This is an optimization exercise on Yosys and OpenROAD, whose aim is small area, not a production implementation. Function was checked by simulation only, so behaviour that the tests miss may differ from the original. Power figures rest on the tool's default switching activity, not on a simulated workload.

== build 3 ==
## goStickMan
module goStickMan(clk, resetn, go, up, down, plot, x, y, colour, HEX2, HEX1, HEX0);
  input clk;
  input resetn;
  input go, up, down;
  output reg plot;
  output [7:0] x;
  output [6:0] y;
  output [2:0] colour;
  output [6:0] HEX2, HEX1, HEX0;
  localparam P_W = 3'd0, P_E = 3'd1, P_R1 = 3'd2, P_R2 = 3'd3, P_J = 3'd6, P_S = 3'd7;
  localparam PH_PRE = 2'd0, PH_DRAW = 2'd1, PH_PCLR = 2'd3, PH_CLR = 2'd2;
  localparam S_SC = 4'd0, S_SPR = 4'd4, S_SPRE = 4'd5, S_B3 = 4'd11, S_B0 = 4'd8,
             S_PREF = 4'd7, S_PREW = 4'd6;
  reg [2:0] pose;
  reg [1:0] ph;
  reg [3:0] seg;      
  reg [1:0] pass;     
  reg [11:0] score;
  reg [4:0] b;        
  reg [3:0] fl;       
  reg [3:0] lfsr;
  reg [7:0] xr;
  reg [6:0] yr;       
  assign colour = {3{ph[0]}};
  wire game = pose[1];
  wire isW = (pose[1:0] == 2'b00);
  wire isE = (pose[1:0] == 2'b01);
  wire hold = pose[2] & !pose[1];
  wire low = (seg[3:2] == 2'b00);           
  assign x = hold ? (isW ? 8'd48 : 8'd62) : xr;
  assign y = hold ? (isW ? 7'd56 : 7'd48) : yr - 7'd14 - (low ? 7'd48 : 7'd0) - ((seg == S_SPRE) ? 7'd4 : 7'd0);
  wire pclr = (ph == PH_PCLR);
  wire active = !pclr || game;
  wire blkseg = seg[3];
  wire [1:0] bj = seg[1:0];                 
  function [3:0] nib; input [1:0] s; input [11:0] sc;
    nib = (s == 2'd1) ? sc[3:0] : (s == 2'd2) ? sc[7:4] : sc[11:8];
  endfunction
  function [4:0] dbx5; input [1:0] s;       
    dbx5 = (s == 2'd1) ? 5'd24 : (s == 2'd2) ? 5'd18 : 5'd12;
  endfunction
  function [7:0] dbx; input [1:0] s;        
    dbx = (s == 2'd1) ? 8'd152 : (s == 2'd2) ? 8'd146 : 8'd140;
  endfunction
  wire [3:0] nseg = (seg == S_PREF) ? S_SC : (seg == S_PREW) ? S_SPR :
                    (seg == 4'd3) ? (isE ? S_SPRE : S_SPR) :
                    (seg == S_SPR) ? S_B3 : seg[3] ? seg - 4'd1 : seg + 4'd1;
  wire [3:0] dcur = nib(seg[1:0], score);
  wire [3:0] dnext = nib(nseg[1:0], score);
  wire [1:0] sk = {nseg[2], nseg[0]};
  wire [7:0] dbase = dbx(seg[1:0]);
  wire [2:0] col = xr[2:0] - dbase[2:0];
  wire rh_n0 = ~xr[2];
  wire rh_n1 = ~xr[1] & rh_n0;
  wire rh_n2 = ~xr[0] & rh_n1;
  wire rh_n3 = ~xr[3] & rh_n2;
  wire rh_n4 = ~xr[0];
  wire rh_n5 = pose[0] ? rh_n4 : rh_n3;
  ...
Size in the first run: roughly 940 cells after synthesis, about 52 flip-flops, ~45 I/O pins, roughly 5900 um^2 of cells after synthesis.
Settings: LEC_CHECK=0, ABC_AREA=1, CAP_MARGIN=20, CORE_MARGIN=2, CORE_UTILIZATION=30, CTS_BUF_LIST=sky130_fd_sc_hd__clkbuf_8, GPL_TIMING_DRIVEN=0, SLEW_MARGIN=20; clock period 20.0 ns.
standard.sh (not shown) runs the stock make flow with config.mk's settings and CLKGATE_MAP_FILE= SYNTH_SCRIPT=/design/flow/synth_recipe.tcl, a recipe that flattens the netlist after the stock synthesis.
==> flow/flow/run.sh <==
#!/bin/bash
# Own layout flow: the standard ORFS flow (standard.sh) with synthesis and buffering choices:
#  - flow/own.mk is added to the ORFS config: it keeps the half/full adder cells out
#    (DONT_USE_CELLS), so Yosys's adder extraction leaves that logic to ABC, and buffers the
#    ports with the smallest buffer cell;
#  - ABC maps with flow/abc_area.script from several random seeds, run in parallel, and the
#    smallest result is kept (flow/own_synth.tcl).
# Registers, floorplan, power grid, placement, CTS and routing are the standard flow's.
set -euo pipefail
here=$(pwd)
cat config.mk flow/own.mk > own_config.mk
sed "s#source \$::env(SCRIPTS_DIR)/synth.tcl#source $here/flow/own_synth.tcl#" synth_recipe.tcl > own_synth_top.tcl
sed -e "s#DESIGN_CONFIG=[^ ]*#DESIGN_CONFIG=$here/own_config.mk#" \
    -e "s#SYNTH_SCRIPT=[^ ]*#SYNTH_SCRIPT=$here/own_synth_top.tcl#" standard.sh > own_standard.sh
export OWN_ABC_SCRIPT=$here/flow/abc_area.script
export OWN_ABC_DIR=$here/abc_runs
export OWN_ABC_SEEDS="1 2 3 4 5 6 7 8 9 10 11 12 13 14 15 16"
bash own_standard.sh > flow_make.log 2>&1
==> flow/flow/abc_area.script <==
strash
&get -n
&fraig -x
&put
scorr
dc2
strash
&get -n
&deepsyn -T 60 -S @SEED@
&put
strash
&get -n
&dch -f
&nf -a -R 1000 -C 32 -F 8 -A 8 -p
&put
strash
&get -n
&dch -f
&nf -a -R 1000 -C 32 -F 8 -A 8 -p
&put
topo
stime -c
==> flow/flow/own.mk <==
export DONT_USE_CELLS += sky130_fd_sc_hd__ha_1 sky130_fd_sc_hd__fa_1
export BUFFER_PORTS_ARGS = -buffer_cell sky130_fd_sc_hd__buf_1
override export MIN_BUF_CELL_AND_PORTS = sky130_fd_sc_hd__buf_1 A X
Other scripts of this flow, unchanged in this note and not shown: flow/flow/own_synth.tcl
### build 3 -> build 55
# build 3
export LEC_CHECK = 0
export ABC_AREA = 1
export CAP_MARGIN = 20
export CORE_MARGIN = 2
export CORE_UTILIZATION = 30
export CTS_BUF_LIST = sky130_fd_sc_hd__clkbuf_8
export GPL_TIMING_DRIVEN = 0
export SLEW_MARGIN = 20
create_clock -name core_clock -period 20.0 [get_ports {clk}]
# build 55
export LEC_CHECK = 0
export ABC_AREA = 1
export CAP_MARGIN = 20
export CORE_MARGIN = 2
export CORE_UTILIZATION = 50
export CTS_BUF_LIST = sky130_fd_sc_hd__clkbuf_8
export GPL_TIMING_DRIVEN = 0
export SLEW_MARGIN = 20
create_clock -name core_clock -period 20.0 [get_ports {clk}]
==> flow/flow/run.sh <==
#!/bin/bash
# Own layout flow: the standard ORFS flow (standard.sh) with synthesis and buffering choices:
#  - flow/own.mk is added to the ORFS config: it keeps the half/full adder cells out
#    (DONT_USE_CELLS), so Yosys's adder extraction leaves that logic to ABC; it buffers the
#    ports, and the wires Yosys would leave as assignments, with the smallest buffer cell;
#    and it builds the clock tree from clkbuf_8 cells without dummy loads;
#  - ABC maps with flow/abc_area.script from several random seeds, run in parallel, and the
#    smallest result is kept (flow/own_synth.tcl).
# Registers, floorplan, power grid, placement, clock tree and routing come from the standard
# flow's steps.
set -euo pipefail
here=$(pwd)
cat config.mk flow/own.mk > own_config.mk
sed "s#source \$::env(SCRIPTS_DIR)/synth.tcl#source $here/flow/own_synth.tcl#" synth_recipe.tcl > own_synth_top.tcl
sed -e "s#DESIGN_CONFIG=[^ ]*#DESIGN_CONFIG=$here/own_config.mk#" \
    -e "s#SYNTH_SCRIPT=[^ ]*#SYNTH_SCRIPT=$here/own_synth_top.tcl#" standard.sh > own_standard.sh
export OWN_ABC_SCRIPT=$here/flow/abc_area.script
export OWN_ABC_DIR=$here/abc_runs
export OWN_ABC_SEEDS="1 2 3 4 5 6 7 8 9 10 11 12 13 14 15 16 17 18 19 20 21 22 23 24"
bash own_standard.sh > flow_make.log 2>&1
-- flow/flow/abc_area.script --
<<< build 3, line 8
&get -n
&deepsyn -T 60 -S @SEED@
&put
>>> build 55, line 8
&get -n
&deepsyn -J 200 -T 3000 -S @SEED@
&put
-- flow/flow/own.mk --
<<< build 3, line 3
override export MIN_BUF_CELL_AND_PORTS = sky130_fd_sc_hd__buf_1 A X
>>> build 55, line 3
override export MIN_BUF_CELL_AND_PORTS = sky130_fd_sc_hd__buf_1 A X
export CTS_ARGS = -sink_clustering_enable -repair_clock_nets -buf_list sky130_fd_sc_hd__clkbuf_8 -dont_use_dummy_load
==> run summary <==
Compared with build 3, in build 55 core utilization went up, total power after layout fell about 5.4%.
Build 3 has higher area of placed instances than build 55.
Between build 55 and build 3, final cell count is lower for build 55, build 3 comes in above that.
Build 55 -> build 3: count of flip-flops and latches delta 0, exact match
Build 55 reports its standard cell with the maximum stage delay on the critical path as a222oi_1 while build 3 reports a2111oi_1.
Build 3 finished end to end and its layout was clean on timing, DRC and antenna.
Build 55 completed every stage of the flow, and the final layout passed the timing, design-rule and antenna checks.
The following lists how build 85 was set up differently from build 55:
# build 55
export LEC_CHECK = 0
export ABC_AREA = 1
export CAP_MARGIN = 20
export CORE_MARGIN = 2
export CORE_UTILIZATION = 50
export CTS_BUF_LIST = sky130_fd_sc_hd__clkbuf_8
export GPL_TIMING_DRIVEN = 0
export SLEW_MARGIN = 20
create_clock -name core_clock -period 20.0 [get_ports {clk}]
# build 85
export LEC_CHECK = 0
export ABC_AREA = 1
export CAP_MARGIN = 20
export CORE_MARGIN = 2
export CORE_UTILIZATION = 30
export CTS_BUF_LIST = sky130_fd_sc_hd__clkbuf_8
export GPL_TIMING_DRIVEN = 0
export SLEW_MARGIN = 20
create_clock -name core_clock -period 20.0 [get_ports {clk}]
-- flow/flow/run.sh --
<<< build 55, line 18
export OWN_ABC_DIR=$here/abc_runs
export OWN_ABC_SEEDS="1 2 3 4 5 6 7 8 9 10 11 12 13 14 15 16 17 18 19 20 21 22 23 24"
bash own_standard.sh > flow_make.log 2>&1
>>> build 85, line 18
export OWN_ABC_DIR=$here/abc_runs
export OWN_ABC_SEEDS="1 2 3 4 5 6 7 8 9 10 11 12 13 14 15 16 17 18 19 20 21 22 23 24 25 26 27 28 29 30 31 32 33 34 35 36 37 38 39 40 41 42 43 44 45 46 47 48"
bash own_standard.sh > flow_make.log 2>&1
-- flow/flow/abc_area.script --
<<< build 55, line 8
&get -n
&deepsyn -J 200 -T 3000 -S @SEED@
&put
>>> build 85, line 8
&get -n
&deepsyn -J 100 -T 1800 -S @SEED@
&put
## What came out
- In the tables for build 85 and build 55, via count of the first global-routing pass reads higher with build 55.
- Build 85 gives more synthesis-to-layout area growth than build 55 did.
- Build 85: stage delay of the slowest cell on the critical path higher than build 55
- Post-detailed-route via-to-cell ratio (build 85 over build 55): decrease, about 13%
- Cmp build 85 vs build 55: number of vias in the routed layout lower in build 85
- Part of the power in the clock network: build 85 vs build 55, no meaningful difference
For build 92, these inputs were changed with respect to build 85:
-- flow/flow/run.sh --
<<< build 85, line 18
export OWN_ABC_DIR=$here/abc_runs
export OWN_ABC_SEEDS="1 2 3 4 5 6 7 8 9 10 11 12 13 14 15 16 17 18 19 20 21 22 23 24 25 26 27 28 29 30 31 32 33 34 35 36 37 38 39 40 41 42 43 44 45 46 47 48"
bash own_standard.sh > flow_make.log 2>&1
>>> build 92, line 18
export OWN_ABC_DIR=$here/abc_runs
export OWN_ABC_SEEDS="1 2 3 4 5 6 7 8 9 10 11 12 13 14 15 16 17 18 19 20 21 22 23 24"
bash own_standard.sh > flow_make.log 2>&1
-- flow/flow/abc_area.script --
<<< build 85, line 8
&get -n
&deepsyn -J 100 -T 1800 -S @SEED@
&put
>>> build 92, line 8
&get -n
&deepsyn -T 60 -S @SEED@
&put
==> run summary <==
In build 92, the mean cell area of the mapped netlist came out about 0.8% below the value in build 85. Build 92 vs build 85, dominant combinational cell family by area after synthesis: compound AO/OA/AOI/OAI gates vs simple AND/OR/NAND/NOR gates. Per the comparison of build 92 with build 85, layout cell share with drive strength beyond 1 neither gained nor lost much; share of total power in the clock network lost 0.9 points; layout overhead on the synthesized area neither gained nor lost much; effective utilization at floorplan neither gained nor lost much.

[afterwards: timing with drivers on the ports]
In the flow no input, the clock included, has a driving cell. The finished layouts below were timed again as built, in two steps. Step 1 assumes that a clkbuf_16 drives the clock port and a buf_2 every other input. Step 2 adds t to the input delays and takes it off the output delays; t is the mean of the earliest and latest rising clock arrival at the registers after step 1. Input paths then give back, and output paths get back, about the clock's delay inside the block. Three values: no drivers, after step 1, after step 2; two values: the first two.
| run | t, ns | slack for setup (ns) | clock arrival spread, ns | worst register clock-pin slew, ns |
|---|---|---|---|---|
| build 3 | 0.345 | 9.495 / 9.495 / 9.495 | 0.014 / 0.015 | 0.10 / 0.10 |
| build 55 | 0.338 | 10.115 / 10.115 / 10.115 | 0.029 / 0.029 | 0.10 / 0.10 |
| build 85 | 0.363 | 9.845 / 9.845 / 9.845 | 0.012 / 0.012 | 0.10 / 0.10 |
| build 92 | 0.337 | 10.437 / 10.437 / 10.437 | 0.011 / 0.011 | 0.09 / 0.09 |
After both steps setup and hold are still met in every run listed.
